Background: an optimization exercise with open tools, aiming at small area and a short achievable clock period. Do not read the settings as production practice. The RTL was checked by simulation tests, not by an equivalence proof against the original design. No activity file was given, so power comes from the tool's default toggle rates.

--- design/flow/design.v ---
module alu_top (
    input             clk,
    input      [7:0]  a,
    input      [7:0]  b,
    input      [3:0]  sel,
    output reg [15:0] out
);
    reg  [7:0]  a_q, b_q;
    reg  [3:0]  sel_q;
    wire [15:0] alu_out;
    always @(posedge clk) begin
        a_q   <= a;
        b_q   <= b;
        sel_q <= sel;
        out   <= alu_out;
    end
    alu u_alu (.a(a_q), .b(b_q), .sel(sel_q), .out(alu_out));
endmodule

`timescale 1ns / 1ps
module alu_addsub(
    input  [7:0] a, b,
    input        inc, sub, cin,
    output [8:0] sum
    );
    wire [7:0] bop = inc ? 8'd0 : (sub ? ~b : b);
    wire as1 = a[0] ^ bop[0] ^ cin;
    wire ac2 = (a[0] & bop[0]) | (a[0] & cin) | (bop[0] & cin);
    wire as3 = a[1] ^ bop[1] ^ ac2;
    wire ac4 = (a[1] & bop[1]) | (a[1] & ac2) | (bop[1] & ac2);
    wire as5 = a[2] ^ bop[2] ^ ac4;
    wire ac6 = (a[2] & bop[2]) | (a[2] & ac4) | (bop[2] & ac4);
    wire as7 = a[3] ^ bop[3] ^ ac6;
    wire ac8 = (a[3] & bop[3]) | (a[3] & ac6) | (bop[3] & ac6);
    wire as9 = a[4] ^ bop[4] ^ ac8;
    wire ac10 = (a[4] & bop[4]) | (a[4] & ac8) | (bop[4] & ac8);
    wire as11 = a[5] ^ bop[5] ^ ac10;
    wire ac12 = (a[5] & bop[5]) | (a[5] & ac10) | (bop[5] & ac10);
    wire as13 = a[6] ^ bop[6] ^ ac12;
    wire ac14 = (a[6] & bop[6]) | (a[6] & ac12) | (bop[6] & ac12);
    wire as15 = a[7] ^ bop[7] ^ ac14;
    wire ac16 = (a[7] & bop[7]) | (a[7] & ac14) | (bop[7] & ac14);
    assign sum = {ac16, as15, as13, as11, as9, as7, as5, as3, as1};
endmodule
module alu_mul(
    input  [7:0]  a, b,
    output [15:0] prod
    );
    wire pp0_0 = a[0] & b[0];
    wire pp0_1 = a[1] & b[0];
    wire pp0_2 = a[2] & b[0];
    wire pp0_3 = a[3] & b[0];
    wire pp0_4 = a[4] & b[0];
    wire pp0_5 = a[5] & b[0];
    wire pp0_6 = a[6] & b[0];
    wire pp0_7 = a[7] & b[0];
    wire pp1_0 = a[0] & b[1];
    wire pp1_1 = a[1] & b[1];
    wire pp1_2 = a[2] & b[1];
    wire pp1_3 = a[3] & b[1];
    wire pp1_4 = a[4] & b[1];
    wire pp1_5 = a[5] & b[1];
    wire pp1_6 = a[6] & b[1];
    wire pp1_7 = a[7] & b[1];
    wire pp2_0 = a[0] & b[2];
    wire pp2_1 = a[1] & b[2];
    wire pp2_2 = a[2] & b[2];
    wire pp2_3 = a[3] & b[2];
    wire pp2_4 = a[4] & b[2];
    wire pp2_5 = a[5] & b[2];
    wire pp2_6 = a[6] & b[2];
    wire pp2_7 = a[7] & b[2];
    wire pp3_0 = a[0] & b[3];
    wire pp3_1 = a[1] & b[3];
    wire pp3_2 = a[2] & b[3];
    wire pp3_3 = a[3] & b[3];
    wire pp3_4 = a[4] & b[3];
    wire pp3_5 = a[5] & b[3];
    wire pp3_6 = a[6] & b[3];
    wire pp3_7 = a[7] & b[3];
    wire pp4_0 = a[0] & b[4];
    wire pp4_1 = a[1] & b[4];
    wire pp4_2 = a[2] & b[4];
    wire pp4_3 = a[3] & b[4];
    wire pp4_4 = a[4] & b[4];
    wire pp4_5 = a[5] & b[4];
    wire pp4_6 = a[6] & b[4];
    wire pp4_7 = a[7] & b[4];
    wire pp5_0 = a[0] & b[5];
    wire pp5_1 = a[1] & b[5];
    wire pp5_2 = a[2] & b[5];
    wire pp5_3 = a[3] & b[5];
    wire pp5_4 = a[4] & b[5];
    wire pp5_5 = a[5] & b[5];
    wire pp5_6 = a[6] & b[5];
    wire pp5_7 = a[7] & b[5];
    wire pp6_0 = a[0] & b[6];
    wire pp6_1 = a[1] & b[6];
    wire pp6_2 = a[2] & b[6];
    wire pp6_3 = a[3] & b[6];
    wire pp6_4 = a[4] & b[6];
    wire pp6_5 = a[5] & b[6];
    wire pp6_6 = a[6] & b[6];
    wire pp6_7 = a[7] & b[6];
    wire pp7_0 = a[0] & b[7];
    wire pp7_1 = a[1] & b[7];
    wire pp7_2 = a[2] & b[7];
    wire pp7_3 = a[3] & b[7];
    wire pp7_4 = a[4] & b[7];
    wire pp7_5 = a[5] & b[7];
    wire pp7_6 = a[6] & b[7];
    wire pp7_7 = a[7] & b[7];
    wire ms17 = pp0_6 ^ pp1_5;
    wire mc18 = pp0_6 & pp1_5;
    wire ms19 = pp0_7 ^ pp1_6 ^ pp2_5;
    wire mc20 = (pp0_7 & pp1_6) | (pp0_7 & pp2_5) | (pp1_6 & pp2_5);
    wire ms21 = pp3_4 ^ pp4_3;
    wire mc22 = pp3_4 & pp4_3;
    wire ms23 = pp1_7 ^ pp2_6 ^ pp3_5;
    wire mc24 = (pp1_7 & pp2_6) | (pp1_7 & pp3_5) | (pp2_6 & pp3_5);
    wire ms25 = pp4_4 ^ pp5_3;
    wire mc26 = pp4_4 & pp5_3;
    wire ms27 = pp2_7 ^ pp3_6 ^ pp4_5;
    wire mc28 = (pp2_7 & pp3_6) | (pp2_7 & pp4_5) | (pp3_6 & pp4_5);
    wire ms29 = pp0_4 ^ pp1_3;
    wire mc30 = pp0_4 & pp1_3;
    wire ms31 = pp0_5 ^ pp1_4 ^ pp2_3;
    wire mc32 = (pp0_5 & pp1_4) | (pp0_5 & pp2_3) | (pp1_4 & pp2_3);
    wire ms33 = pp3_2 ^ pp4_1;
    wire mc34 = pp3_2 & pp4_1;
    wire ms35 = ms17 ^ pp2_4 ^ pp3_3;
    wire mc36 = (ms17 & pp2_4) | (ms17 & pp3_3) | (pp2_4 & pp3_3);
    wire ms37 = pp4_2 ^ pp5_1 ^ pp6_0;
    wire mc38 = (pp4_2 & pp5_1) | (pp4_2 & pp6_0) | (pp5_1 & pp6_0);
    wire ms39 = mc18 ^ ms19 ^ ms21;
    wire mc40 = (mc18 & ms19) | (mc18 & ms21) | (ms19 & ms21);
    wire ms41 = pp5_2 ^ pp6_1 ^ pp7_0;
    wire mc42 = (pp5_2 & pp6_1) | (pp5_2 & pp7_0) | (pp6_1 & pp7_0);
    wire ms43 = mc20 ^ mc22 ^ ms23;
    wire mc44 = (mc20 & mc22) | (mc20 & ms23) | (mc22 & ms23);
    wire ms45 = ms25 ^ pp6_2 ^ pp7_1;
    wire mc46 = (ms25 & pp6_2) | (ms25 & pp7_1) | (pp6_2 & pp7_1);
    wire ms47 = mc24 ^ mc26 ^ ms27;
    wire mc48 = (mc24 & mc26) | (mc24 & ms27) | (mc26 & ms27);
    wire ms49 = pp5_4 ^ pp6_3 ^ pp7_2;
    wire mc50 = (pp5_4 & pp6_3) | (pp5_4 & pp7_2) | (pp6_3 & pp7_2);
    wire ms51 = mc28 ^ pp3_7 ^ pp4_6;
    wire mc52 = (mc28 & pp3_7) | (mc28 & pp4_6) | (pp3_7 & pp4_6);
    wire ms53 = pp5_5 ^ pp6_4 ^ pp7_3;
    wire mc54 = (pp5_5 & pp6_4) | (pp5_5 & pp7_3) | (pp6_4 & pp7_3);
    wire ms55 = pp4_7 ^ pp5_6 ^ pp6_5;
    wire mc56 = (pp4_7 & pp5_6) | (pp4_7 & pp6_5) | (pp5_6 & pp6_5);
    wire ms57 = pp0_3 ^ pp1_2;
    wire mc58 = pp0_3 & pp1_2;
    wire ms59 = ms29 ^ pp2_2 ^ pp3_1;
    wire mc60 = (ms29 & pp2_2) | (ms29 & pp3_1) | (pp2_2 & pp3_1);
    wire ms61 = mc30 ^ ms31 ^ ms33;
    wire mc62 = (mc30 & ms31) | (mc30 & ms33) | (ms31 & ms33);
    wire ms63 = mc32 ^ mc34 ^ ms35;
    wire mc64 = (mc32 & mc34) | (mc32 & ms35) | (mc34 & ms35);
    wire ms65 = mc36 ^ mc38 ^ ms39;
    wire mc66 = (mc36 & mc38) | (mc36 & ms39) | (mc38 & ms39);
    wire ms67 = mc40 ^ mc42 ^ ms43;
    wire mc68 = (mc40 & mc42) | (mc40 & ms43) | (mc42 & ms43);
    wire ms69 = mc44 ^ mc46 ^ ms47;
    wire mc70 = (mc44 & mc46) | (mc44 & ms47) | (mc46 & ms47);
    wire ms71 = mc48 ^ mc50 ^ ms51;
    wire mc72 = (mc48 & mc50) | (mc48 & ms51) | (mc50 & ms51);
    wire ms73 = mc52 ^ mc54 ^ ms55;
    wire mc74 = (mc52 & mc54) | (mc52 & ms55) | (mc54 & ms55);
    wire ms75 = mc56 ^ pp5_7 ^ pp6_6;
    wire mc76 = (mc56 & pp5_7) | (mc56 & pp6_6) | (pp5_7 & pp6_6);
    wire ms77 = pp0_2 ^ pp1_1;
    wire mc78 = pp0_2 & pp1_1;
    wire ms79 = ms57 ^ pp2_1 ^ pp3_0;
    wire mc80 = (ms57 & pp2_1) | (ms57 & pp3_0) | (pp2_1 & pp3_0);
    wire ms81 = mc58 ^ ms59 ^ pp4_0;
    wire mc82 = (mc58 & ms59) | (mc58 & pp4_0) | (ms59 & pp4_0);
    wire ms83 = mc60 ^ ms61 ^ pp5_0;
    wire mc84 = (mc60 & ms61) | (mc60 & pp5_0) | (ms61 & pp5_0);
    wire ms85 = mc62 ^ ms63 ^ ms37;
    wire mc86 = (mc62 & ms63) | (mc62 & ms37) | (ms63 & ms37);
    wire ms87 = mc64 ^ ms65 ^ ms41;
    wire mc88 = (mc64 & ms65) | (mc64 & ms41) | (ms65 & ms41);
    wire ms89 = mc66 ^ ms67 ^ ms45;
    wire mc90 = (mc66 & ms67) | (mc66 & ms45) | (ms67 & ms45);
    wire ms91 = mc68 ^ ms69 ^ ms49;
    wire mc92 = (mc68 & ms69) | (mc68 & ms49) | (ms69 & ms49);
    wire ms93 = mc70 ^ ms71 ^ ms53;
    wire mc94 = (mc70 & ms71) | (mc70 & ms53) | (ms71 & ms53);
    wire ms95 = mc72 ^ ms73 ^ pp7_4;
    wire mc96 = (mc72 & ms73) | (mc72 & pp7_4) | (ms73 & pp7_4);
    wire ms97 = mc74 ^ ms75 ^ pp7_5;
    wire mc98 = (mc74 & ms75) | (mc74 & pp7_5) | (ms75 & pp7_5);
    wire ms99 = mc76 ^ pp6_7 ^ pp7_6;
    wire mc100 = (mc76 & pp6_7) | (mc76 & pp7_6) | (pp6_7 & pp7_6);
    wire ms101 = pp0_1 ^ pp1_0;
    wire mc102 = pp0_1 & pp1_0;
    wire ms103 = ms77 ^ pp2_0 ^ mc102;
    wire mc104 = (ms77 & pp2_0) | (ms77 & mc102) | (pp2_0 & mc102);
    wire ms105 = mc78 ^ ms79 ^ mc104;
    wire mc106 = (mc78 & ms79) | (mc78 & mc104) | (ms79 & mc104);
    wire ms107 = mc80 ^ ms81 ^ mc106;
    wire mc108 = (mc80 & ms81) | (mc80 & mc106) | (ms81 & mc106);
    wire ms109 = mc82 ^ ms83 ^ mc108;
    wire mc110 = (mc82 & ms83) | (mc82 & mc108) | (ms83 & mc108);
    wire ms111 = mc84 ^ ms85 ^ mc110;
    wire mc112 = (mc84 & ms85) | (mc84 & mc110) | (ms85 & mc110);
    wire ms113 = mc86 ^ ms87 ^ mc112;
    wire mc114 = (mc86 & ms87) | (mc86 & mc112) | (ms87 & mc112);
    wire ms115 = mc88 ^ ms89 ^ mc114;
    wire mc116 = (mc88 & ms89) | (mc88 & mc114) | (ms89 & mc114);
    wire ms117 = mc90 ^ ms91 ^ mc116;
    wire mc118 = (mc90 & ms91) | (mc90 & mc116) | (ms91 & mc116);
    wire ms119 = mc92 ^ ms93 ^ mc118;
    wire mc120 = (mc92 & ms93) | (mc92 & mc118) | (ms93 & mc118);
    wire ms121 = mc94 ^ ms95 ^ mc120;
    wire mc122 = (mc94 & ms95) | (mc94 & mc120) | (ms95 & mc120);
    wire ms123 = mc96 ^ ms97 ^ mc122;
    wire mc124 = (mc96 & ms97) | (mc96 & mc122) | (ms97 & mc122);
    wire ms125 = mc98 ^ ms99 ^ mc124;
    wire mc126 = (mc98 & ms99) | (mc98 & mc124) | (ms99 & mc124);
    wire ms127 = mc100 ^ pp7_7 ^ mc126;
    wire mc128 = (mc100 & pp7_7) | (mc100 & mc126) | (pp7_7 & mc126);
    assign prod = {mc128, ms127, ms125, ms123, ms121, ms119, ms117, ms115, ms113, ms111, ms109, ms107, ms105, ms103, ms101, pp0_0};
endmodule
module alu(
    input  [7:0]  a, b,
    input  [3:0]  sel,
    output reg [15:0] out
    );
    wire is_inc = (sel == 4'd1);
    wire is_sub = (sel == 4'd2);
    wire [8:0]  sum;
    wire [15:0] prod;
    alu_addsub u_addsub (.a(a), .b(b), .inc(is_inc), .sub(is_sub), .cin(is_inc | is_sub), .sum(sum));
    alu_mul    u_mul    (.a(a), .b(b), .prod(prod));
    wire [7:0] q;
    wire gs7_129 = a[7] | ~b[0];
    assign q[7] = (b[7:1] == 0) & gs7_129;
    wire [0:0] r7 = q[7] ? {(a[7] ^ b[0])} : {a[7]};
    wire gs6_130 = a[6] | ~b[0];
    wire gs6_131 = r7[0] & ~b[1];
    wire es6_132 = ~(r7[0] ^ b[1]);
    wire ps6_133 = gs6_131 | (es6_132 & gs6_130);
    assign q[6] = (b[7:2] == 0) & ps6_133;
    wire [1:0] r6 = q[6] ? {(r7[0] ^ b[1] ^ ~gs6_130), (a[6] ^ b[0])} : {r7[0], a[6]};
    wire gs5_134 = a[5] | ~b[0];
    wire gs5_135 = r6[0] & ~b[1];
    wire es5_136 = ~(r6[0] ^ b[1]);
    wire gs5_137 = r6[1] & ~b[2];
    wire es5_138 = ~(r6[1] ^ b[2]);
    wire ps5_139 = gs5_135 | (es5_136 & gs5_134);
    wire ps5_140 = gs5_137 | (es5_138 & ps5_139);
    assign q[5] = (b[7:3] == 0) & ps5_140;
    wire [2:0] r5 = q[5] ? {(r6[1] ^ b[2] ^ ~ps5_139), (r6[0] ^ b[1] ^ ~gs5_134), (a[5] ^ b[0])} : {r6[1], r6[0], a[5]};
    wire gs4_141 = a[4] | ~b[0];
    wire gs4_142 = r5[0] & ~b[1];
    wire es4_143 = ~(r5[0] ^ b[1]);
    wire gs4_144 = r5[1] & ~b[2];
    wire es4_145 = ~(r5[1] ^ b[2]);
    wire gs4_146 = r5[2] & ~b[3];
    wire es4_147 = ~(r5[2] ^ b[3]);
    wire ps4_148 = gs4_142 | (es4_143 & gs4_141);
    wire ps4_149 = gs4_146 | (es4_147 & gs4_144);
    wire qs4_150 = es4_147 & es4_145;
    wire ps4_151 = gs4_144 | (es4_145 & ps4_148);
    wire ps4_152 = ps4_149 | (qs4_150 & ps4_148);
    assign q[4] = (b[7:4] == 0) & ps4_152;
    wire [3:0] r4 = q[4] ? {(r5[2] ^ b[3] ^ ~ps4_151), (r5[1] ^ b[2] ^ ~ps4_148), (r5[0] ^ b[1] ^ ~gs4_141), (a[4] ^ b[0])} : {r5[2], r5[1], r5[0], a[4]};
    wire gs3_153 = a[3] | ~b[0];
    wire gs3_154 = r4[0] & ~b[1];
    wire es3_155 = ~(r4[0] ^ b[1]);
    wire gs3_156 = r4[1] & ~b[2];
    wire es3_157 = ~(r4[1] ^ b[2]);
    wire gs3_158 = r4[2] & ~b[3];
    wire es3_159 = ~(r4[2] ^ b[3]);
    wire gs3_160 = r4[3] & ~b[4];
    wire es3_161 = ~(r4[3] ^ b[4]);
    wire ps3_162 = gs3_154 | (es3_155 & gs3_153);
    wire ps3_163 = gs3_158 | (es3_159 & gs3_156);
    wire qs3_164 = es3_159 & es3_157;
    wire ps3_165 = gs3_156 | (es3_157 & ps3_162);
    wire ps3_166 = ps3_163 | (qs3_164 & ps3_162);
    wire ps3_167 = gs3_160 | (es3_161 & ps3_166);
    assign q[3] = (b[7:5] == 0) & ps3_167;
    wire [4:0] r3 = q[3] ? {(r4[3] ^ b[4] ^ ~ps3_166), (r4[2] ^ b[3] ^ ~ps3_165), (r4[1] ^ b[2] ^ ~ps3_162), (r4[0] ^ b[1] ^ ~gs3_153), (a[3] ^ b[0])} : {r4[3], r4[2], r4[1], r4[0], a[3]};
    wire gs2_168 = a[2] | ~b[0];
    wire gs2_169 = r3[0] & ~b[1];
    wire es2_170 = ~(r3[0] ^ b[1]);
    wire gs2_171 = r3[1] & ~b[2];
    wire es2_172 = ~(r3[1] ^ b[2]);
    wire gs2_173 = r3[2] & ~b[3];
    wire es2_174 = ~(r3[2] ^ b[3]);
    wire gs2_175 = r3[3] & ~b[4];
    wire es2_176 = ~(r3[3] ^ b[4]);
    wire gs2_177 = r3[4] & ~b[5];
    wire es2_178 = ~(r3[4] ^ b[5]);
    wire ps2_179 = gs2_169 | (es2_170 & gs2_168);
    wire ps2_180 = gs2_173 | (es2_174 & gs2_171);
    wire qs2_181 = es2_174 & es2_172;
    wire ps2_182 = gs2_177 | (es2_178 & gs2_175);
    wire qs2_183 = es2_178 & es2_176;
    wire ps2_184 = gs2_171 | (es2_172 & ps2_179);
    wire ps2_185 = ps2_180 | (qs2_181 & ps2_179);
    wire ps2_186 = gs2_175 | (es2_176 & ps2_185);
    wire ps2_187 = ps2_182 | (qs2_183 & ps2_185);
    assign q[2] = (b[7:6] == 0) & ps2_187;
    wire [5:0] r2 = q[2] ? {(r3[4] ^ b[5] ^ ~ps2_186), (r3[3] ^ b[4] ^ ~ps2_185), (r3[2] ^ b[3] ^ ~ps2_184), (r3[1] ^ b[2] ^ ~ps2_179), (r3[0] ^ b[1] ^ ~gs2_168), (a[2] ^ b[0])} : {r3[4], r3[3], r3[2], r3[1], r3[0], a[2]};
    wire gs1_188 = a[1] | ~b[0];
    wire gs1_189 = r2[0] & ~b[1];
    wire es1_190 = ~(r2[0] ^ b[1]);
    wire gs1_191 = r2[1] & ~b[2];
    wire es1_192 = ~(r2[1] ^ b[2]);
    wire gs1_193 = r2[2] & ~b[3];
    wire es1_194 = ~(r2[2] ^ b[3]);
    wire gs1_195 = r2[3] & ~b[4];
    wire es1_196 = ~(r2[3] ^ b[4]);
    wire gs1_197 = r2[4] & ~b[5];
    wire es1_198 = ~(r2[4] ^ b[5]);
    wire gs1_199 = r2[5] & ~b[6];
    wire es1_200 = ~(r2[5] ^ b[6]);
    wire ps1_201 = gs1_189 | (es1_190 & gs1_188);
    wire ps1_202 = gs1_193 | (es1_194 & gs1_191);
    wire qs1_203 = es1_194 & es1_192;
    wire ps1_204 = gs1_197 | (es1_198 & gs1_195);
    wire qs1_205 = es1_198 & es1_196;
    wire ps1_206 = gs1_191 | (es1_192 & ps1_201);
    wire ps1_207 = ps1_202 | (qs1_203 & ps1_201);
    wire ps1_208 = gs1_199 | (es1_200 & ps1_204);
    wire qs1_209 = es1_200 & qs1_205;
    wire ps1_210 = gs1_195 | (es1_196 & ps1_207);
    wire ps1_211 = ps1_204 | (qs1_205 & ps1_207);
    wire ps1_212 = ps1_208 | (qs1_209 & ps1_207);
    assign q[1] = (b[7:7] == 0) & ps1_212;
    wire [6:0] r1 = q[1] ? {(r2[5] ^ b[6] ^ ~ps1_211), (r2[4] ^ b[5] ^ ~ps1_210), (r2[3] ^ b[4] ^ ~ps1_207), (r2[2] ^ b[3] ^ ~ps1_206), (r2[1] ^ b[2] ^ ~ps1_201), (r2[0] ^ b[1] ^ ~gs1_188), (a[1] ^ b[0])} : {r2[5], r2[4], r2[3], r2[2], r2[1], r2[0], a[1]};
    wire gs0_213 = a[0] | ~b[0];
    wire gs0_214 = r1[0] & ~b[1];
    wire es0_215 = ~(r1[0] ^ b[1]);
    wire gs0_216 = r1[1] & ~b[2];
    wire es0_217 = ~(r1[1] ^ b[2]);
    wire gs0_218 = r1[2] & ~b[3];
    wire es0_219 = ~(r1[2] ^ b[3]);
    wire gs0_220 = r1[3] & ~b[4];
    wire es0_221 = ~(r1[3] ^ b[4]);
    wire gs0_222 = r1[4] & ~b[5];
    wire es0_223 = ~(r1[4] ^ b[5]);
    wire gs0_224 = r1[5] & ~b[6];
    wire es0_225 = ~(r1[5] ^ b[6]);
    wire gs0_226 = r1[6] & ~b[7];
    wire es0_227 = ~(r1[6] ^ b[7]);
    wire ps0_228 = gs0_214 | (es0_215 & gs0_213);
    wire ps0_229 = gs0_218 | (es0_219 & gs0_216);
    wire qs0_230 = es0_219 & es0_217;
    wire ps0_231 = gs0_222 | (es0_223 & gs0_220);
    wire qs0_232 = es0_223 & es0_221;
    wire ps0_233 = gs0_226 | (es0_227 & gs0_224);
    wire qs0_234 = es0_227 & es0_225;
    wire ps0_235 = gs0_216 | (es0_217 & ps0_228);
    wire ps0_236 = ps0_229 | (qs0_230 & ps0_228);
    wire ps0_237 = gs0_224 | (es0_225 & ps0_231);
    wire qs0_238 = es0_225 & qs0_232;
    wire ps0_239 = ps0_233 | (qs0_234 & ps0_231);
    wire qs0_240 = qs0_234 & qs0_232;
    wire ps0_241 = gs0_220 | (es0_221 & ps0_236);
    wire ps0_242 = ps0_231 | (qs0_232 & ps0_236);
    wire ps0_243 = ps0_237 | (qs0_238 & ps0_236);
    wire ps0_244 = ps0_239 | (qs0_240 & ps0_236);
    assign q[0] = 1'b1 & ps0_244;
    wire [7:0] r0 = q[0] ? {(r1[6] ^ b[7] ^ ~ps0_243), (r1[5] ^ b[6] ^ ~ps0_242), (r1[4] ^ b[5] ^ ~ps0_241), (r1[3] ^ b[4] ^ ~ps0_236), (r1[2] ^ b[3] ^ ~ps0_235), (r1[1] ^ b[2] ^ ~ps0_228), (r1[0] ^ b[1] ^ ~gs0_213), (a[0] ^ b[0])} : {r1[6], r1[5], r1[4], r1[3], r1[2], r1[1], r1[0], a[0]};
    wire bz = (b == 8'd0);
    wire s_as   = (sel == 4'd0) | (sel == 4'd1) | (sel == 4'd2);
    wire s_addc = (sel == 4'd0) | (sel == 4'd1);
    wire s_mul  = (sel == 4'd3);
    wire s_div  = (sel == 4'd4) & ~bz;
    wire s_rem  = (sel == 4'd5) & ~bz;
    wire s_nand = (sel == 4'd8);
    wire s_nor  = (sel == 4'd9);
    wire s_ones = s_nand | s_nor | (is_sub & ~sum[8]);
    wire [3:0] tt = (sel == 4'd6)  ? 4'b1000 :    
                    (sel == 4'd7)  ? 4'b1110 :    
                    (sel == 4'd8)  ? 4'b0111 :    
                    (sel == 4'd9)  ? 4'b0001 :    
                    (sel == 4'd10) ? 4'b0110 :    
                                     4'b0000;
    reg [7:0] lg;
    integer i;
    always @(*) begin
        for (i = 0; i < 8; i = i + 1)
            lg[i] = tt[{a[i], b[i]}];
    end
    always @(*) begin
        out[7:0]  = ({8{s_as}} & sum[7:0]) | ({8{s_mul}} & prod[7:0]) | ({8{s_div}} & q) | ({8{s_rem}} & r0) | lg;
        out[8]    = (s_addc & sum[8]) | (s_mul & prod[8]) | s_ones;
        out[15:9] = ({7{s_mul}} & prod[15:9]) | {7{s_ones}};
    end
endmodule
--- design/flow/flow/run.sh ---
#!/bin/bash
# Layout flow: the standard ORFS layout (standard.sh) with these changes:
#  - synthesis is synth_recipe.tcl, except that
#    * the adder and multiplier modules (flow/fa_modules.txt) are kept as
#      separate modules until the end of synthesis (SYNTH_HIERARCHICAL=1,
#      then synth_recipe.tcl flattens as usual), and Yosys's full/half-adder
#      extraction (extract_fa) is applied to those modules only;
#    * Yosys's synth runs with -noabc, so the adder extraction sees the logic
#      as written;
#    * ABC maps the multiplier module with flow/synth_mul.abc (area-oriented)
#      and everything else with flow/synth.abc (delay-oriented);
#  - the resizer keeps a larger setup slack margin (flow/margin.txt), so it
#    sizes the critical paths instead of stopping at the 32 ns constraint;
#  - the smallest buffer (buf_1) on each port.
# Each tool's output goes to a log file in this folder.
set -euo pipefail
W=$(pwd)
MARGIN=$(cat flow/margin.txt)
FAMODS=$(cat flow/fa_modules.txt)
MULMODS=$(cat flow/mul_modules.txt)
{
  echo "proc abc {args} {"
  echo "  set i [lsearch \$args -script]"
  echo "  if {\$i < 0} { yosys abc {*}\$args; return }"
  echo "  set a1 \$args; lset a1 [expr {\$i + 1}] $W/flow/synth.abc"
  echo "  set a2 \$args; lset a2 [expr {\$i + 1}] $W/flow/synth_mul.abc"
  echo "  yosys abc {*}\$a2 $MULMODS"
  echo "  yosys abc {*}\$a1"
  echo "}"
  echo "proc extract_fa {args} { yosys extract_fa {*}\$args $FAMODS }"
  cat synth_recipe.tcl
} > my_synth.tcl
bash standard.sh SYNTH_SCRIPT=$W/my_synth.tcl SETUP_SLACK_MARGIN=$MARGIN \
  SYNTH_ARGS=-noabc SYNTH_HIERARCHICAL=1 SYNTH_INSBUF=0 \
  "BUFFER_PORTS_ARGS=-buffer_cell sky130_fd_sc_hd__buf_1" finish > orfs_make.log 2>&1
cp orfs/logs/*/alu_top/base/*.log . 2>/dev/null || true
--- design/flow/flow/fa_modules.txt ---
alu_addsub alu_mul
--- design/flow/flow/margin.txt ---
24.25
--- design/flow/flow/mul_modules.txt ---
alu_addsub alu_mul
--- design/flow/flow/synth.abc ---
strash
 dc2
 dch
 map -B 0.9
 topo
 stime -c
--- design/flow/flow/synth_mul.abc ---
strash
 dch
 map -a
 topo
 stime -c
 buffer -c
 upsize -c
 dnsize -c
--- design/flow/standard.sh ---
#!/bin/bash
# synth_recipe.tcl (not shown) runs the flow's synth.tcl, then flattens the netlist and writes it again
# the make line also repeats each setting of config.mk as NAME=value (left out here)
make -C /OpenROAD-flow-scripts/flow DESIGN_CONFIG=/design/flow/config.mk WORK_HOME=/design/flow/orfs CLKGATE_MAP_FILE= SYNTH_SCRIPT=/design/flow/synth_recipe.tcl "${@:-finish}"
--- design/flow/config.mk ---
export PLATFORM = sky130hd
export DESIGN_NAME = alu_top
export DESIGN_NICKNAME = alu_top
export VERILOG_FILES = /design/flow/design.v
export SDC_FILE = /design/flow/constraint.sdc
export NUM_CORES = 4
export LEC_CHECK = 0
export ABC_AREA = 1
export CAP_MARGIN = 20
export CORE_MARGIN = 2
export CORE_UTILIZATION = 50
export SLEW_MARGIN = 20
--- design/flow/constraint.sdc ---
create_clock -name core_clock -period 32.0 [get_ports {clk}]
set_input_delay 6.4000 -clock core_clock [delete_from_list [all_inputs] [get_ports {clk}]]
set_output_delay 6.4000 -clock core_clock [all_outputs]
set_load 0.01 [all_outputs]
==> impl_results.md, run 1 <==
* Status: no timing/DRC/antenna violations
* DRC viols at 0
* Die area at 9293 µm²
* Crit path cell chain: buf_1
* CTS Sinks at 36
* CP Class: flop to primary output
* Register area at 742.0 µm²
* Clock tree buffer depth at 2
* Max VDD drop at 0.01847 mV
* Fin. max-slew vios at 0
* Die Ht at 96.40 µm
* Worst slew pin tran at 674.9 ps
* Root buffer cell: clkbuf_8
* Layout cell share with drive strength beyond 1 at 12.55%
* Comb power frac at 53.7%
* Post-synth EDFFs at 0
* Most instantiated library cell after synthesis: nand2_1
* Pre-antenna DRT Iters at 5
* CP peak stage delay at 320 ps
* H-tree Lvls at 2
* CTS tree: yes
* Chip Width at 96.40 µm
* Synth Instances at 631
* Filler cells at 822
* RSZ-0062 raised after global routing: no
* Placed cells at 772
* CP endpoint kind: primary output
* Post-synthesis async set-or-reset flop share at 0%
* Number of max-cap violations at 0
* Total grt overflow at 0
* Critical path peak fanout at 1
* Design area at 4901 µm²
* Later-pin clock latency in the skew report at 300 ps
* Clk slew on worst S/H paths at 90 ps
* CP Buf/Inv Count at 1
* PortBufs at 36
* Finish-stage setup viols at 0
* Hold buffer count at cts at 0
* Sequential fraction of the synthesis area at 16.88%
* Diode count at 0
* Highest clock rate at 139.6 MHz
* P per Cell Area at 40.04 nW/µm²
* Synth top area share at 26.26%
* Seq pwr share at 27.6%
* Mapped Nets at 716
* Top cells by count, synth: nand2_1, nor2_1, nand3_1
* Hold crit path type: flop to flop
* Tmin final at 7166 ps
* Vias in the first global route at 4346
* CP arrival at 770 ps
* Yosys reg bits at 36
* Synth area leaders: fa_1, nand2_1, dfxtp_1
* Core area at 8258 µm²
* WL/cell at 16.43 µm
* Area of placed instances at 4538 µm²
* Clock power frac at 18.7%
* WP data required at 25600 ps
* GRT Overall Usage at 29.57%
* Detailed Place HPWL at 9841 µm
* Post-synthesis cell area at 4269 µm²
* P_leak at 0.002301 µW
* Rows at 33
* Clk_skew at 6.573 ps
* Switching share of total power at 44.64%
* First-pass GRT wire length at 20890 µm
* Yosys top cell by area: fa_1
* Initial antenna violation count at 0
* Total Neg Setup Slack at 0 ps
* Nets@finish at 769
* Final cell count without fillers at 790
* Routed wire length at 12980 µm
* Multi-input gate area at 3403 µm²
* Synth Warn # at 8
* P_sw at 87.60 µW
* Pint at 108.6 µW
* Crit share post-route at 22.39%
* Layout area overhead at 14.80%
* Syn Area/Cell at 6.766 µm²
* Vias at 4476
* Starting DRT DRC Count at 389
* Startpoint types: flop
* Final hold vios at 0
* Avg Vias per Cell at 5.666
* I/O Pins at 37
* Worst path top cell family by delay: flip-flops
* Synth unique cells at 28
* Top_reg_cell synth: dfxtp_1
* Max_slew headroom at 54.81%
* Total CTS buffers at 5
* Slowest cell on crit path: dfxtp_1
* Effective utilization at floorplan at 51.70%
* Final ANT Viol Nets at 0
* Gp weighted congestion at 0.9292
* Largest net degree at the start of global routing at 25
==> per-module statistics from Yosys, one instance, submodules excluded <==
module,area (µm²),flip-flops and latches
alu,1907,0
alu_top,720.7,36
alu_addsub,280.3,0
alu_mul,1361,0
==> area by class of cell <==
class,instances,share of cell area [%]
clock buffer,6,1.685
clock inverter,2,0.2808
inverter,76,6.178
multi-input combinational,517,69.44
sequential,36,15.14
tap,105,2.681
timing repair buffer,48,4.595
==> power groups by stage <==
stage          sequential (µW)  combinational, µW  clock, µW
6_report                  54.2                105       36.7
5_1_grt                   54.8                120       38.9
4_1_cts                   54.0               99.3       37.4
3_5_place_dp              55.0               98.3          0
3_3_place_gp              54.9               96.0          0
2_1_floorplan             55.3               70.9          0
==> per-layer routing <==
layer / vias to the layer above / GRT usage (%) / routed length, µm
li1: 2151 / - / -
met4: 0 / 8.685 / 269
met2: 176 / 52.55 / 6491
met1: 2123 / 36.25 / 5406
met5: - / 0 / 0
met3: 26 / 6.051 / 814
==> per-stage QoR <==
step	hold slack [ps]	total power (µW)	util [%]	setup WS (ps)
after global placement	602.1	150.9	54.95	23440
after global routing	648.3	213.7	59.35	24180
after floorplan	521.1	126.2	-	25030
after detailed placement	593.3	153.3	54.95	23180
after CTS	605.6	190.7	56.53	24310
final	607.2	196.2	59.35	24830
==> cells in the final DEF (no fill, tap or decap), types with 2 or more instances in the layout <==
cell	Yosys	layout
clkbuf_8	0	6
inv_2	16	19
nand3_2	0	12
buf_4	0	12
clkinvlp_4	0	4
a21oi_2	0	2
nor3_1	4	4
o211ai_1	3	3
nand2_2	0	7
buf_1	0	36
dfxtp_1	36	29
fa_1	56	56
nand3_1	73	61
o21ai_0	27	23
clkinv_1	60	52
or2_2	3	3
nand2_1	196	185
a211oi_1	3	3
nor2_1	82	80
dfxtp_4	0	5
o21a_1	8	8
nand4_1	6	6
ha_1	8	8
xor2_1	4	4
o2111ai_1	3	3
dfxtp_2	0	2
nand2_4	0	4
o21ai_2	0	3
xnor2_1	3	3
a221oi_1	3	3
a21oi_1	28	26
==> state kept, by name (all words and copies together), names as in the netlist <==
signal / flops
b_q: 8
a_q: 8
sel_q: 4
out: 16
==> path summary, 6_finish.rpt <==
check                               startpoint        endpoint  slack [ps]  depth (start not counted)
worst min register to register  a_q[0]$_DFF_P_  out[0]$_DFF_P_         610                          2
worst max-delay path            out[7]$_DFF_P_          out[7]       24830                          1
worst min-delay path            a_q[0]$_DFF_P_  out[0]$_DFF_P_         610                          2
worst max register to register  b_q[0]$_DFF_P_  out[5]$_DFF_P_       24930                         60
==> cell families after synthesis <==
| family | share of synthesized area (%) |
|---|---|
| adder cells (fa/ha/maj) | 28.61 |
| buffers and inverters | 7.151 |
| flip-flops | 16.88 |
| XOR/XNOR | 1.436 |
| AND/OR/NAND/NOR | 34.97 |
| AO/OA/AOI/OAI | 10.96 |
==> repair_timing <==
action / CTS / global route
setup endpoints to repair: 8 / 8
resized for setup: 17 / 45
gates cloned: 0 / 1
pin swaps: 0 / 5
endpoints found under the hold margin: 0 / 0
setup buffers: 0 / 9
==> inputs of run 2 (changes only) <==
--- a/design/flow/config.mk
+++ b/design/flow/config.mk
@@ -9,4 +9,5 @@
 export CAP_MARGIN = 20
 export CORE_MARGIN = 2
 export CORE_UTILIZATION = 50
+export CTS_BUF_LIST = sky130_fd_sc_hd__clkbuf_4
 export SLEW_MARGIN = 20
==> impl_results.md, run 2 <==
* Crit share post-route at 22.61% (+0.22 points)
* Area of placed instances at 4538 µm² (unchanged)
* Reg with most FFs: out
* Pint at 99.80 µW (-8.1%)
* Top cells by count, synth: nand2_1, nor2_1, nand3_1
* Pre-CTS WS at 23180 ps (unchanged)
* Switching share of total power at 46.23% (+1.6 points)
* Critical path peak fanout at 1 (unchanged)
* Die Ht at 96.40 µm (unchanged)
* Worst path top cell family by delay: flip-flops
* Synth unique cells at 28 (unchanged)
* Slowest cell on crit path: dfxtp_1
* Clock tree buffer depth at 2 (unchanged)
* Die area at 9293 µm² (unchanged)
* Hold_ws at 603.9 ps (-3.285 ps)
* Routed wire length at 12940 µm (-0.33%)
* Total CTS buffers at 5 (unchanged)
* Final ANT Viol Nets at 0 (unchanged)
* Most instantiated library cell after synthesis: nand2_1
* First-pass GRT wire length at 20820 µm (-0.36%)
* Top_reg_cell synth: dfxtp_1
* CP Buf/Inv Count at 1 (unchanged)
* Setup ws final at 24770 ps (-68.90 ps)
* WL/cell at 16.26 µm (-1.1%)
* Met3 wire length at 772 µm (-5.2%)
* Fin. max-slew vios at 0 (unchanged)
* P_leak at 0.002312 µW (+0.47%)
* Starting DRT DRC Count at 507 (+30%)
* Clock power frac at 14.0% (-4.7 points)
* GRT Overall Usage at 29.39% (-0.18 points)
* Later-pin clock latency in the skew report at 350 ps (+50 ps)
* Comb power frac at 57.0% (+3.3 points)
* CTS Sinks at 36 (unchanged)
* Avg Vias per Cell at 5.666 (about the same)
* DRC viols at 0 (unchanged)
* Post-synthesis async set-or-reset flop share at 0% (unchanged)
* FF-to-FF End: out[6]$_DFF_P_
* Yosys top cell by area: fa_1
* Initial antenna violation count at 0 (unchanged)
* Register area at 744.5 µm² (+0.34%)
* Yosys reg bits at 36 (unchanged)
* Vias in the first global route at 4318 (-0.64%)
* Post-synth EDFFs at 0 (unchanged)
* Crit path cell chain: buf_1
* Top Registers: out (16), a_q (8), b_q (8)
* Detailed Place HPWL at 9841 µm (unchanged)
* CP Class: flop to primary output
* Mapped Nets at 716 (unchanged)
* Layout cell share with drive strength beyond 1 at 12.74% (+0.18 points)
* Seq pwr share at 28.9% (+1.3 points)
* WHS Endpoint: out[0]$_DFF_P_
* R2r setup slk at 24860 ps (-70 ps)
* Commonest non-fill, non-tap cells in the layout: nand2_1, nor2_1, nand3_1
* Rows at 33 (unchanged)
* Finish-stage setup viols at 0 (unchanged)
* Filler cells at 829 (+0.85%)
* Effective utilization at floorplan at 51.70% (unchanged)
* Worst hold start: a_q[0]$_DFF_P_
* Synth top area share at 26.26% (unchanged)
* Largest net degree at the start of global routing at 25 (unchanged)
* Number of flip-flops in the largest register at 16 (unchanged)
* Diode count at 0 (unchanged)
* Total Power at 185.6 µW (-5.4%)
* CTS tree: yes
* Tmin final at 7234 ps (+68.90 ps)
* Met2 Routed Length at 6516 µm (+0.39%)
* Commonest non-fill, non-tap cell in the layout: nand2_1
* Highest clock rate at 138.2 MHz (-0.95%)
* Layout area overhead at 14.60%
* Max Used Layer: met4
* Final hold vios at 0 (unchanged)
* Worst reg2reg startpoint: b_q[0]$_DFF_P_
* Worst slew pin tran at 665.7 ps (-9.238 ps)
* Status: no timing/DRC/antenna violations
* Root buffer cell: clkbuf_4
* I/O Pins at 37 (unchanged)
* PortBufs at 36 (unchanged)
* Number of max-cap violations at 0 (unchanged)
* Synth Instances at 631 (unchanged)
* Max_slew headroom at 55.42% (+0.62 points)
* Chip Width at 96.40 µm (unchanged)
* Hold crit path type: flop to flop
* Hold buffer count at cts at 0 (unchanged)
* WP data required at 25600 ps (about the same)
* Vias at 4510 (+0.76%)
* CP endpoint kind: primary output
* Core area at 8258 µm² (unchanged)
* CP arrival at 830 ps (+60 ps)
* Syn Area/Cell at 6.766 µm² (unchanged)
* Nets@finish at 775 (+0.78%)
* CP peak stage delay at 330 ps (about the same)
* Sequential fraction of the synthesis area at 16.88% (unchanged)
* Clk_skew at 6.319 ps (-0.2538 ps)
* Total grt overflow at 0 (unchanged)
* Startpoint types: flop
* Path depth of the worst reg2reg path at 60 (unchanged)
* Clk slew on worst S/H paths at 130 ps (+40 ps)
* Total Neg Setup Slack at 0 ps (unchanged)
* Post-synthesis cell area at 4269 µm² (unchanged)
* RSZ-0062 raised after global routing: no
* P per Cell Area at 37.94 nW/µm² (-5.3%)
* M1 wire length at 5351 µm (-1.0%)
* Multi-input gate area at 3393 µm² (-0.29%)
* H-tree Lvls at 2 (unchanged)
* Synth area leaders: fa_1, nand2_1, dfxtp_1
* Hold-critical path depth at 2 (unchanged)
* P_sw at 85.81 µW (-2.1%)
* Gp weighted congestion at 0.9292 (unchanged)
* Design area at 4892 µm² (-0.18%)
* Synth Warn # at 8 (unchanged)
* Max VDD drop at 0.01851 mV (+0.20%)
* Pre-antenna DRT Iters at 5 (unchanged)
[run 2: cell counts after synthesis]
Identical to the previous run, type by type.
[run 2: Yosys stat by module, one instance, submodules excluded]
| module | flip-flops and latches | cells | area [µm²] |
|---|---|---|---|
| alu_mul | 0 | 136 | 1361 |
| alu_addsub | 0 | 27 | 280.3 |
| alu_top | 36 | 36 | 720.7 |
| alu | 0 | 432 | 1907 |
[run 2: layout make-up]
| class | count | area share [%] |
|---|---|---|
| Tap cell | 105 | 2.685 |
| Multi-Input combinational cell | 517 | 69.36 |
| Sequential cell | 36 | 15.22 |
| Clock buffer | 5 | 0.7673 |
| Inverter | 76 | 6.087 |
| Timing Repair Buffer | 54 | 5.524 |
| Clock inverter | 3 | 0.3581 |
[run 2: worst max-delay path by stage]
stage | start | end | slack [ps] | cells after the start
final | out[10]$_DFF_P_ | out[10] | 24770 | 1
after CTS | b_q[6]$_DFF_P_ | out[5]$_DFF_P_ | 24270 | 63
after floorplan | b_q[0]$_DFF_P_ | out[6]$_DFF_P_ | 25030 | 59
after detailed placement | b_q[0]$_DFF_P_ | out[5]$_DFF_P_ | 23180 | 59
after global routing | b_q[0]$_DFF_P_ | out[6]$_DFF_P_ | 24140 | 63
after global placement | b_q[0]$_DFF_P_ | out[3]$_DFF_P_ | 23440 | 63
[run 2: cells by family after synthesis]
family / synth area share, %
flops: 16.88
xor+xnor: 1.436
buf+inv: 7.151
fa+ha+maj: 28.61
simple gates: 34.97
compound gates: 10.96
[run 2: stage by stage]
stage / instances / util, %
6_report: 796 / 59.24
5_1_grt: 796 / 59.24
4_1_cts: 780 / 56.02
3_5_place_dp: 772 / 54.95
3_3_place_gp: 772 / 54.95
2_1_floorplan: 631 / -
[run 2: per-layer routing]
layer	track usage (%)	vias to the layer above
li1	-	2156
met1	36.20	2163
met2	52.49	163
met3	5.818	28
met4	7.981	0
met5	0	-
[run 2: repair_timing]
action                                  in CTS  in global routing
gates cloned                                 0                  1
gates resized for setup                     17                 41
pin swaps                                    0                  4
endpoints found under the setup margin       8                  8
buffers inserted                             0                 15
[run 2: power by group through the flow]
stage                     logic (µW)  clock network (µW)  registers (µW)
after floorplan                 70.9                   0            55.3
after global placement          96.0                   0            54.9
after detailed placement        98.3                   0            55.0
after CTS                       99.3                26.6            54.0
after global routing             121                28.3            54.3
final                            106                26.0            53.7
==> inputs of run 3 (changes only) <==
==> design/flow/flow/synth.abc (replaced) <==
strash
 dc2
 dch -f
 map -B 0.9
 topo
 stime -c
--- a/design/flow/config.mk
+++ b/design/flow/config.mk
@@ -9,5 +9,4 @@
 export CAP_MARGIN = 20
 export CORE_MARGIN = 2
 export CORE_UTILIZATION = 50
-export CTS_BUF_LIST = sky130_fd_sc_hd__clkbuf_4
 export SLEW_MARGIN = 20
==> impl_results.md, run 3 <==
* Status: no timing/DRC/antenna violations
* Layout cell share with drive strength beyond 1 at 12.79% (+0.059 points)
* Effective utilization at floorplan at 51.62% (-0.076 points)
* Mapped Nets at 710 (-0.84%)
* CP Class: flop to primary output
* Total grt overflow at 0 (unchanged)
* Pint at 107.7 µW (+7.9%)
* Synth Warn # at 8 (unchanged)
* FF-to-FF End: out[7]$_DFF_P_
* Layout area overhead at 14.24%
* Synth unique cells at 29 (+3.6%)
* Diode count at 0 (unchanged)
* Die area at 9280 µm² (-0.13%)
* Final ANT Viol Nets at 0 (unchanged)
* Commonest non-fill, non-tap cells in the layout: nand2_1, nor2_1, nand3_1
* Hold-critical path depth at 2 (unchanged)
* Setup ws final at 24830 ps (+65.20 ps)
* Worst reg2reg startpoint: b_q[3]$_DFF_P_
* Synth top area share at 26.30% (+0.039 points)
* Critical path peak fanout at 1 (unchanged)
* Clk_skew at 11.10 ps (+4.778 ps)
* Fin. max-slew vios at 0 (unchanged)
* Gp weighted congestion at 0.9708 (+4.5%)
* H-tree Lvls at 2 (unchanged)
* Total Neg Setup Slack at 0 ps (unchanged)
* Clock power frac at 18.0% (+4.0 points)
* GRT Overall Usage at 28.74% (-0.65 points)
* Levels on crit path at 1 (unchanged)
* Routed wire length at 12460 µm (-3.7%)
* PortBufs at 36 (unchanged)
* CTS tree: yes
* Switching share of total power at 44.67% (-1.6 points)
* Most instantiated library cell after synthesis: nand2_1
* CP arrival at 770 ps (-60 ps)
* Finish-stage setup viols at 0 (unchanged)
* Startpoint types: flop
* Synth area leaders: fa_1, dfxtp_1, nand2_1
* Chip Width at 96.34 µm (about the same)
* Post-synth EDFFs at 0 (unchanged)
* Yosys top cell by area: fa_1
* DRC viols at 0 (unchanged)
* Detailed Place HPWL at 9757 µm (-0.85%)
* Top_reg_cell synth: dfxtp_1
* Highest clock rate at 139.5 MHz (+0.91%)
* Post-synthesis cell area at 4263 µm² (-0.15%)
* Core area at 8258 µm² (unchanged)
* Final hold vios at 0 (unchanged)
* Synth Instances at 625 (-0.95%)
* Initial antenna violation count at 0 (unchanged)
* Clk slew on worst S/H paths at 90 ps (-40 ps)
* Pre-antenna DRT Iters at 5 (unchanged)
* Vias in the first global route at 4320 (+0.046%)
* Crit path cell chain: buf_1
* Hold crit path type: flop to flop
* P_leak at 0.002282 µW (-1.3%)
* CP Buf/Inv Count at 1 (unchanged)
* Slowest cell on crit path: dfxtp_1
* Root buffer cell: clkbuf_8
* Commonest non-fill, non-tap cell in the layout: nand2_1
* WP data required at 25600 ps (about the same)
* Nets@finish at 764 (-1.4%)
* WL/cell at 15.88 µm (-2.3%)
* Path depth of the worst reg2reg path at 67 (+12%)
* First-pass GRT wire length at 20450 µm (-1.8%)
* Crit path to: out[10]
* Pre-CTS WS at 23370 ps (+187.4 ps)
* Number of flip-flops in the largest register at 16 (unchanged)
* Later-pin clock latency in the skew report at 300 ps (-50 ps)
* Syn Area/Cell at 6.821 µm² (+0.81%)
* Clock tree buffer depth at 2 (unchanged)
* Worst path top cell family by delay: flip-flops
* CP endpoint kind: primary output
* Vias at 4370 (-3.1%)
* CP peak stage delay at 320 ps (about the same)
* Filler cells at 838 (+1.1%)
* Total Power at 194.6 µW (+4.8%)
* Crit share post-route at 22.40% (-0.20 points)
* Seq pwr share at 27.5% (-1.4 points)
* RSZ-0062 raised after global routing: no
* Largest net degree at the start of global routing at 25 (unchanged)
* I/O Pins at 37 (unchanged)
* Worst slew pin tran at 589.5 ps (-76.21 ps)
* Reg with most FFs: out
* Yosys reg bits at 36 (unchanged)
* Top Registers: out (16), a_q (8), b_q (8)
* Max_slew headroom at 60.53% (+5.1 points)
* Die Ht at 96.34 µm (about the same)
* R2r setup slk at 24920 ps (+60 ps)
* Avg Vias per Cell at 5.567 (-1.7%)
* Sequential fraction of the synthesis area at 16.91% (+0.025 points)
* Rows at 33 (unchanged)
* Tmin final at 7169 ps (-65.20 ps)
* P per Cell Area at 39.96 nW/µm² (+5.3%)
* CTS Sinks at 36 (unchanged)
* Worst setup path start: out[10]$_DFF_P_
* Max VDD drop at 0.03219 mV (+74%)
* Top cells by count, synth: nand2_1, nor2_1, nand3_1
* Comb power frac at 54.5% (-2.5 points)
* Total CTS buffers at 5 (unchanged)
* Number of max-cap violations at 0 (unchanged)
* Post-synthesis async set-or-reset flop share at 0% (unchanged)
* P_sw at 86.91 µW (+1.3%)
* Starting DRT DRC Count at 280 (-45%)
## run 3: logic make-up after synthesis
logic type | count (synthesis) | share of synthesized area, %
DFF | 36 | 16.91
and+or+nand+nor | 361 | 34.78
buffers and inverters | 77 | 6.985
xor gates and xnor gates | 7 | 1.438
AOI/OAI and AO/OA | 80 | 11.24
adders and majority gates | 64 | 28.65
## run 3: per-layer routing
metal / GRT usage, % / routed length, µm
met1: 33.67 / 5032
met2: 53.59 / 6506
met3: 3.367 / 538
met4: 10.45 / 384
met5: 0 / 0
## run 3: how the worst min path moves through the flow
stage | startpoint | endpoint | slack [ps]
floorplan | a_q[0]$_DFF_P_ | out[0]$_DFF_P_ | 520
global placement | a_q[0]$_DFF_P_ | out[0]$_DFF_P_ | 580
detailed placement | a_q[0]$_DFF_P_ | out[0]$_DFF_P_ | 590
CTS | a_q[0]$_DFF_P_ | out[0]$_DFF_P_ | 600
global route | a_q[0]$_DFF_P_ | out[0]$_DFF_P_ | 620
finish | a_q[0]$_DFF_P_ | out[0]$_DFF_P_ | 590
## run 3: area by class of cell
cell class                      count  area (µm²)  share of cell area [%]
Inverter                           74       289.0                   5.935
Tap cell                          105       131.4                   2.698
Multi-Input combinational cell    512        3379                   69.40
Clock inverter                      3       18.77                  0.3854
Sequential cell                    36       742.0                   15.24
Clock buffer                        5       68.82                   1.413
Timing Repair Buffer               50       240.2                   4.933
## run 3: worst reg2reg max path, delay by kind of cell, from the launching register on
kind,cells,cell delay [ps]
AOI/OAI and AO/OA,3,300
buffers and inverters,8,710
DFF,1,410
and+or+nand+nor,56,5580
## run 3: power by group through the flow
stage	registers [µW]	logic, µW	clock network (µW)
6_report	53.5	106	35.0
5_1_grt	54.0	120	36.9
4_1_cts	53.5	100	35.9
3_5_place_dp	54.5	98.1	0
3_3_place_gp	54.5	96.8	0
2_1_floorplan	55.3	69.7	0
## run 3: what timing repair did
item	in CTS	in global routing
hold buffers	0	0
endpoints found under the setup margin	8	8
gates cloned	0	0
gates resized for setup	16	41
pin swaps	1	9
setup buffers	1	10
## run 3: modules after synthesis, one instance, submodules excluded
module	area, µm²	copies in the design	cells
alu_mul	1361	1	136
alu_addsub	280.3	1	27
alu_top	720.7	1	36
alu	1901	1	426
## run 3: stage by stage
step	hold WS, ps	util [%]	std cells	instance area, µm²
CTS	598.4	56.42	775	4659
global placement	579.8	54.88	766	4532
global route	623.9	58.97	785	4870
floorplan	521.1	-	625	4263
finish	585.7	58.97	785	4870
detailed placement	588.2	54.88	766	4532
==> inputs of run 4 (changes only) <==
--- a/design/flow/flow/run.sh
+++ b/design/flow/flow/run.sh
@@ -11,7 +11,8 @@
 #      and everything else with flow/synth.abc (delay-oriented);
 #  - the resizer keeps a larger setup slack margin (flow/margin.txt), so it
 #    sizes the critical paths instead of stopping at the 32 ns constraint;
-#  - the smallest buffer (buf_1) on each port.
+#  - the smallest buffer (buf_1) on each port;
+#  - any further ORFS make variables listed in flow/make_vars.txt.
 # Each tool's output goes to a log file in this folder.
 set -euo pipefail
 W=$(pwd)
@@ -30,7 +31,9 @@
   echo "proc extract_fa {args} { yosys extract_fa {*}\$args $FAMODS }"
   cat synth_recipe.tcl
 } > my_synth.tcl
+EXTRA=()
+if [ -f flow/make_vars.txt ]; then mapfile -t EXTRA < flow/make_vars.txt; fi
 bash standard.sh SYNTH_SCRIPT=$W/my_synth.tcl SETUP_SLACK_MARGIN=$MARGIN \
   SYNTH_ARGS=-noabc SYNTH_HIERARCHICAL=1 SYNTH_INSBUF=0 \
-  "BUFFER_PORTS_ARGS=-buffer_cell sky130_fd_sc_hd__buf_1" finish > orfs_make.log 2>&1
+  "BUFFER_PORTS_ARGS=-buffer_cell sky130_fd_sc_hd__buf_1" "${EXTRA[@]}" finish > orfs_make.log 2>&1
 cp orfs/logs/*/alu_top/base/*.log . 2>/dev/null || true
==> design/flow/flow/make_vars.txt (new file) <==
SETUP_MOVE_SEQUENCE=unbuffer,sizeup,swap
==> impl_results.md, run 4 <==
* Layout area overhead at 18.17%
* CTS Sinks at 36 (unchanged)
* Crit share post-route at 22.92% (+0.52 points)
* H-tree Lvls at 2 (unchanged)
* Clk slew on worst S/H paths at 80 ps (about the same)
* Number of max-cap violations at 0 (unchanged)
* Final hold vios at 0 (unchanged)
* Top Registers: out (16), a_q (8), b_q (8)
* P per Cell Area at 39.28 nW/µm² (-1.7%)
* Final ANT Viol Nets at 0 (unchanged)
* Reg with most FFs: out
* Critical path peak fanout at 15 (+14)
* Status: no timing/DRC/antenna violations
* Diode count at 0 (unchanged)
* Syn Area/Cell at 6.821 µm² (unchanged)
* Sequential fraction of the synthesis area at 16.91% (unchanged)
* CP arrival at 7510 ps (+6740 ps)
* Number of flip-flops in the largest register at 16 (unchanged)
* Synth Warn # at 8 (unchanged)
* # Post-CTS Setup Buffers at 0 (-1)
* Top cells by count, synth: nand2_1, nor2_1, nand3_1
* Vias at 4383 (+0.30%)
* Synth Instances at 625 (unchanged)
* Hold crit path type: flop to flop
* Max_slew headroom at 49.14% (-11 points)
* Worst slew pin tran at 761.9 ps (+172.4 ps)
* Fin. max-slew vios at 0 (unchanged)
* P_leak at 0.002309 µW (+1.2%)
* CP endpoint kind: flop
* Rows at 33 (unchanged)
* Effective utilization at floorplan at 51.62% (unchanged)
* Root buffer cell: clkbuf_8
* Yosys reg bits at 36 (unchanged)
* Slowest cell on crit path: dfxtp_2
* Total grt overflow at 0 (unchanged)
* Commonest non-fill, non-tap cell in the layout: nand2_1
* Gp weighted congestion at 0.9708 (unchanged)
* CP peak stage delay at 550 ps (+230 ps)
* First-pass GRT wire length at 20480 µm (+0.14%)
* CP Class: flop to flop
* Startpoint types: flop
* CP Buf/Inv Count at 4 (+3)
* WP data required at 32180 ps (+6580 ps)
* Detailed Place HPWL at 9757 µm (unchanged)
* Clk_skew at 9.200 ps (-1.897 ps)
* Chip Width at 96.34 µm (unchanged)
* Finish-stage setup viols at 0 (unchanged)
* Largest net degree at the start of global routing at 25 (unchanged)
* Vias in the first global route at 4323 (+0.069%)
* PortBufs at 36 (unchanged)
* Tmin final at 7335 ps (+165.4 ps)
* Routed wire length at 12710 µm (+2.0%)
* Clock tree buffer depth at 2 (unchanged)
* Most instantiated library cell after synthesis: nand2_1
* Core area at 8258 µm² (unchanged)
* Synth top area share at 26.30% (unchanged)
* R2r setup slk at 24670 ps (-250 ps)
* Commonest non-fill, non-tap cells in the layout: nand2_1, nor2_1, fa_1
* Avg Vias per Cell at 5.663 (+1.7%)
* WL/cell at 16.42 µm (+3.5%)
* Total Neg Setup Slack at 0 ps (unchanged)
* Mapped Nets at 710 (unchanged)
* GRT Overall Usage at 28.77% (+0.033 points)
* Post-synthesis async set-or-reset flop share at 0% (unchanged)
* Initial antenna violation count at 0 (unchanged)
* Synth unique cells at 29 (unchanged)
* Starting DRT DRC Count at 221 (-21%)
* DRC viols at 0 (unchanged)
* Synth area leaders: fa_1, dfxtp_1, nand2_1
* Highest clock rate at 136.3 MHz (-2.3%)
* Filler cells at 804 (-4.1%)
* Layout cell share with drive strength beyond 1 at 17.64% (+4.8 points)
* Top_reg_cell synth: dfxtp_1
* Most frequent cell on the critical path: nand2_2
* Worst path top cell family by delay: simple AND/OR/NAND/NOR gates
* Die area at 9280 µm² (unchanged)
* CTS tree: yes
* Max VDD drop at 0.03207 mV (-0.37%)
* Post-synth EDFFs at 0 (unchanged)
* Nets@finish at 753 (-1.4%)
* Yosys top cell by area: fa_1
* I/O Pins at 37 (unchanged)
* Later-pin clock latency in the skew report at 300 ps (about the same)
* Total Power at 197.9 µW (+1.7%)
* Total CTS buffers at 5 (unchanged)
* RSZ-0062 raised after global routing: no
* Pre-antenna DRT Iters at 6 (+1)
* Die Ht at 96.34 µm (unchanged)
* Post-synthesis cell area at 4263 µm² (unchanged)
## run 4: cell types whose count changed in the layout (fill, tap and decap cells not counted), moves of 2 or more
cell      change
buf_4        -11
nand2_4       +4
nand2_2      +19
inv_6         +2
inv_2         +5
nand3_4      +10
clkinv_1      -5
nand3_2       +3
nand2_1      -24
nand3_1      -13
## run 4: tightest hold or removal path, stage by stage, from the launching register on
cell and delay, ps:
dfxtp_1 390, nand3_1 110, nand2_1 40
## run 4: modules after synthesis, one instance, submodules excluded
module / cells / flops+latches / area, µm²
alu_addsub: 27 / 0 / 280.3
alu_mul: 136 / 0 / 1361
alu_top: 36 / 36 / 720.7
alu: 426 / 0 / 1901
## run 4: cell type report
| cell class | instances | area (µm²) | area share [%] |
|---|---|---|---|
| tap | 105 | 131.4 | 2.608 |
| clock buffer | 5 | 68.82 | 1.366 |
| inverter | 74 | 295.3 | 5.862 |
| sequential | 36 | 740.7 | 14.70 |
| multi-input combinational | 512 | 3625 | 71.96 |
| clock inverter | 3 | 18.77 | 0.3726 |
| timing repair buffer | 39 | 157.7 | 3.130 |
## run 4: power by group
group / switching (µW) / leakage (µW) / internal [µW]
clock: 19.5 / 0.0000479 / 15.2
combinational: 65.9 / 0.00196 / 43.5
sequential: 4.62 / 0.000304 / 49.1
total: 90.0 / 0.00231 / 108
## run 4: layer usage
layer  global-route usage [%]  routed length, µm
met5                        0                  0
met4                    10.92                503
met3                    3.446                693
met2                    53.41               6510
met1                    33.67               5005
## run 4: stage by stage
step                      instance area [µm²]  hold WS, ps  worst slack (ps)  cells  util, %
after global placement                   4532        579.8             23700    766    54.88
after global routing                     5037        624.1             24090    774    61.00
after floorplan                          4263        521.1             24950    625        -
after detailed placement                 4532        588.2             23370    766    54.88
after CTS                                4663        597.8             24300    774    56.47
final                                    5037        584.0             24670    774    61.00
## run 4: repair_timing
action | 4_1_cts | 5_1_grt
pin swaps | 2 | 33
hold buffers | 0 | 0
setup endpoints to repair | 8 | 8
gates resized for setup | 19 | 100
## run 4: path summary, 6_finish.rpt
| kind | start | depth (start not counted) | endpoint |
|---|---|---|---|
| worst max-delay path | b_q[1]$_DFF_P_ | 54 | out[6]$_DFF_P_ |
| worst min-delay path | a_q[0]$_DFF_P_ | 2 | out[0]$_DFF_P_ |
| worst max register to register | b_q[1]$_DFF_P_ | 54 | out[6]$_DFF_P_ |
| worst min register to register | a_q[0]$_DFF_P_ | 2 | out[0]$_DFF_P_ |
## run 4: kinds of logic after synthesis
| kind of cell | count (synthesis) | synth area share (%) |
|---|---|---|
| buffers and inverters | 77 | 6.985 |
| adder cells (fa/ha/maj) | 64 | 28.65 |
| AND/OR/NAND/NOR | 361 | 34.78 |
| XOR/XNOR | 7 | 1.438 |
| flip-flops | 36 | 16.91 |
| AO/OA/AOI/OAI | 80 | 11.24 |
==> inputs of run 5 (changes only) <==
==> design/flow/flow/make_vars.txt (replaced) <==
SKIP_GATE_CLONING=1
==> impl_results.md, run 5 <==
* Status: no timing/DRC/antenna violations
* Crit path cell chain: buf_1
* Gp weighted congestion at 0.9708 (unchanged)
* Clock power frac at 18.0% (+0.5 points)
* Diode count at 0 (unchanged)
* Slowest cell on crit path: dfxtp_1
* DRC viols at 0 (unchanged)
* Finish-stage setup viols at 0 (unchanged)
* Hold-critical path depth at 2 (unchanged)
* Largest net degree at the start of global routing at 25 (unchanged)
* Top_reg_cell synth: dfxtp_1
* Synth top area share at 26.30% (unchanged)
* Max_slew headroom at 60.53% (+11 points)
* R2r setup slk at 24920 ps (+250 ps)
* Comb power frac at 54.5% (-0.8 points)
* Initial antenna violation count at 0 (unchanged)
* Effective utilization at floorplan at 51.62% (unchanged)
* Critical path peak fanout at 1 (-14)
* Utilization after layout at 58.97% (-2.0 points)
* Most instantiated library cell after synthesis: nand2_1
* Sequential fraction of the synthesis area at 16.91% (unchanged)
* Max VDD drop at 0.03219 mV (+0.37%)
* CTS tree: yes
* Worst hold start: a_q[0]$_DFF_P_
* Yosys top cell by area: fa_1
* Starting DRT DRC Count at 280 (+27%)
* Yosys reg bits at 36 (unchanged)
* Total CTS buffers at 5 (unchanged)
* Worst slew pin tran at 589.5 ps (-172.4 ps)
* GRT Overall Usage at 28.74% (-0.033 points)
* Top cells by count, synth: nand2_1, nor2_1, nand3_1
* Path depth of the worst reg2reg path at 67 (+24%)
* CP peak stage delay at 320 ps (-230 ps)
* Routed wire length at 12460 µm (-2.0%)
* Switching share of total power at 44.67% (-0.80 points)
* Synth Instances at 625 (unchanged)
* Hold crit path type: flop to flop
* Clk slew on worst S/H paths at 90 ps (about the same)
* Layout cell share with drive strength beyond 1 at 12.79% (-4.8 points)
* H-tree Lvls at 2 (unchanged)
* Seq pwr share at 27.5% (+0.3 points)
* Crit share post-route at 22.40% (-0.52 points)
* Chip Width at 96.34 µm (unchanged)
* Fin. max-slew vios at 0 (unchanged)
* Vias in the first global route at 4320 (-0.069%)
* PortBufs at 36 (unchanged)
* Clk_skew at 11.10 ps (+1.897 ps)
* Die area at 9280 µm² (unchanged)
* Register area at 742.0 µm² (+0.17%)
* FF-to-FF End: out[7]$_DFF_P_
* Synth Warn # at 8 (unchanged)
* Later-pin clock latency in the skew report at 300 ps (about the same)
* Post-synthesis async set-or-reset flop share at 0% (unchanged)
* Synth area leaders: fa_1, dfxtp_1, nand2_1
* Design area at 4870 µm² (-3.3%)
* Die Ht at 96.34 µm (unchanged)
* CP Buf/Inv Count at 1 (-3)
* Clock tree buffer depth at 2 (unchanged)
* Total Neg Setup Slack at 0 ps (unchanged)
* CP arrival at 770 ps (-6740 ps)
* CP endpoint kind: primary output
* WL/cell at 15.88 µm (-3.3%)
* Mapped Nets at 710 (unchanged)
* Hold_ws at 585.7 ps (+1.693 ps)
* Top Registers: out (16), a_q (8), b_q (8)
* Number of max-cap violations at 0 (unchanged)
* P per Cell Area at 39.96 nW/µm² (+1.7%)
* Number of flip-flops in the largest register at 16 (unchanged)
* Nets@finish at 764 (+1.5%)
* Syn Area/Cell at 6.821 µm² (unchanged)
* Final ANT Viol Nets at 0 (unchanged)
* Vias at 4370 (-0.30%)
* Reg with most FFs: out
* Commonest non-fill, non-tap cells in the layout: nand2_1, nor2_1, nand3_1
* Highest clock rate at 139.5 MHz (+2.3%)
* Startpoint types: flop
* Post-synthesis cell area at 4263 µm² (unchanged)
* WHS Endpoint: out[0]$_DFF_P_
* Root buffer cell: clkbuf_8
* Worst path top cell family by delay: flip-flops
* Rows at 33 (unchanged)
* Synth unique cells at 29 (unchanged)
* Post-synth EDFFs at 0 (unchanged)
* Layout area overhead at 14.24%
* WP data required at 25600 ps (-6580 ps)
* Total grt overflow at 0 (unchanged)
* Multi-input gate area at 3379 µm² (-6.8%)
* Final hold vios at 0 (unchanged)
* RSZ-0062 raised after global routing: no
* Filler cells at 838 (+4.2%)
* Worst reg2reg startpoint: b_q[3]$_DFF_P_
* First-pass GRT wire length at 20450 µm (-0.14%)
* P_leak at 0.002282 µW (-1.2%)
* Detailed Place HPWL at 9757 µm (unchanged)
* CP Class: flop to primary output
* Pint at 107.7 µW (-0.22%)
* P_sw at 86.91 µW (-3.4%)
* I/O Pins at 37 (unchanged)
* Tmin final at 7169 ps (-165.4 ps)
* Core area at 8258 µm² (unchanged)
* Avg Vias per Cell at 5.567 (-1.7%)
* Pre-antenna DRT Iters at 5 (-1)
* Commonest non-fill, non-tap cell in the layout: nand2_1
* CTS Sinks at 36 (unchanged)
* Area of placed instances at 4532 µm² (unchanged)
==> run 5: cell counts after synthesis <==
No cell type changed its count.
==> run 5: layer usage <==
| metal | wire [µm] | vias to the layer above | GRT usage (%) |
|---|---|---|---|
| met2 | 6506 | 113 | 53.59 |
| li1 | - | 2133 | - |
| met3 | 538 | 28 | 3.367 |
| met1 | 5032 | 2096 | 33.67 |
| met5 | 0 | - | 0 |
| met4 | 384 | 0 | 10.45 |
==> run 5: per-stage QoR <==
step,worst slack (ps),instances,power [µW]
after floorplan,24950,625,125.0
after global placement,23700,766,151.3
after detailed placement,23370,766,152.6
after CTS,24280,775,189.4
after global routing,24160,785,210.8
final,24830,785,194.6
==> run 5: worst max path at each step <==
stage                         start        endpoint  slack (ps)  cells past startpoint
CTS                  b_q[7]$_DFF_P_  out[6]$_DFF_P_       24280                     63
detailed placement   b_q[3]$_DFF_P_  out[6]$_DFF_P_       23370                     62
floorplan            b_q[0]$_DFF_P_  out[6]$_DFF_P_       24950                     58
finish              out[10]$_DFF_P_         out[10]       24830                      1
global route         b_q[7]$_DFF_P_  out[5]$_DFF_P_       24160                     66
global placement     b_q[4]$_DFF_P_  out[2]$_DFF_P_       23700                     63
==> run 5: layout make-up <==
class / instances / area share [%]
clock buffers: 5 / 1.413
clock inverters: 3 / 0.3854
inverters: 74 / 5.935
multi-input cells: 512 / 69.40
flip-flops and latches: 36 / 15.24
well taps: 105 / 2.698
repair buffers: 50 / 4.933
==> run 5: power groups by stage <==
stage,Sequential [µW],Clock [µW],Combinational [µW]
2_1_floorplan,55.3,0,69.7
3_3_place_gp,54.5,0,96.8
3_5_place_dp,54.5,0,98.1
4_1_cts,53.5,35.9,100
5_1_grt,54.0,36.9,120
6_report,53.5,35.0,106
==> run 5: repair_timing <==
action,in CTS,in global routing
gates resized for setup,16,41
setup buffers,1,10
endpoints found under the setup margin,8,8
pin swaps,1,9
hold buffers,0,0
==> run 5: modules after synthesis (local to each module, per instance) <==
module | times used | cell area [µm²] | cells inside
alu_addsub | 1 | 280.3 | 27
alu_top | 1 | 720.7 | 36
alu_mul | 1 | 1361 | 136
alu | 1 | 1901 | 426
==> run 5: cells by family after synthesis <==
kind of cell    count (synthesis)  share of synthesized area [%]
compound gates                 80                          11.24
xor+xnor                        7                          1.438
fa+ha+maj                      64                          28.65
buf+inv                        77                          6.985
flops                          36                          16.91
simple gates                  361                          34.78

[static timing again, ports no longer ideal]
Ports are ideal in the flow. The routed layouts listed here were re-timed in OpenROAD. Step 1, drivers: a clkbuf_16 drives clk and a buf_2 each remaining input, both assumed. Step 2 adds t to the input delays and takes it off the output delays; t is the mean of the earliest and latest rising clock arrival at the registers after step 1. Input paths then give back, and output paths get back, about the clock's delay inside the block. a / b / c = ideal ports / drivers / drivers and shift; a / b = the first two.
run | shift t [ns] | slack for setup (ns) | worst hold slack (ns) | worst setup path after step 2
run 1 | 0.332 | 24.835 / 24.799 / 24.931 | 0.607 / 0.607 / 0.607 | register to register
run 2 | 0.381 | 24.766 / 24.733 / 24.861 | 0.604 / 0.604 / 0.604 | register to register
run 3 | 0.327 | 24.831 / 24.797 / 24.920 | 0.586 / 0.586 / 0.586 | register to register
run 4 | 0.328 | 24.665 / 24.665 / 24.665 | 0.584 / 0.584 / 0.584 | register to register
run 5 | 0.327 | 24.831 / 24.797 / 24.920 | 0.586 / 0.586 / 0.586 | register to register
After both steps every run listed still meets setup and hold.
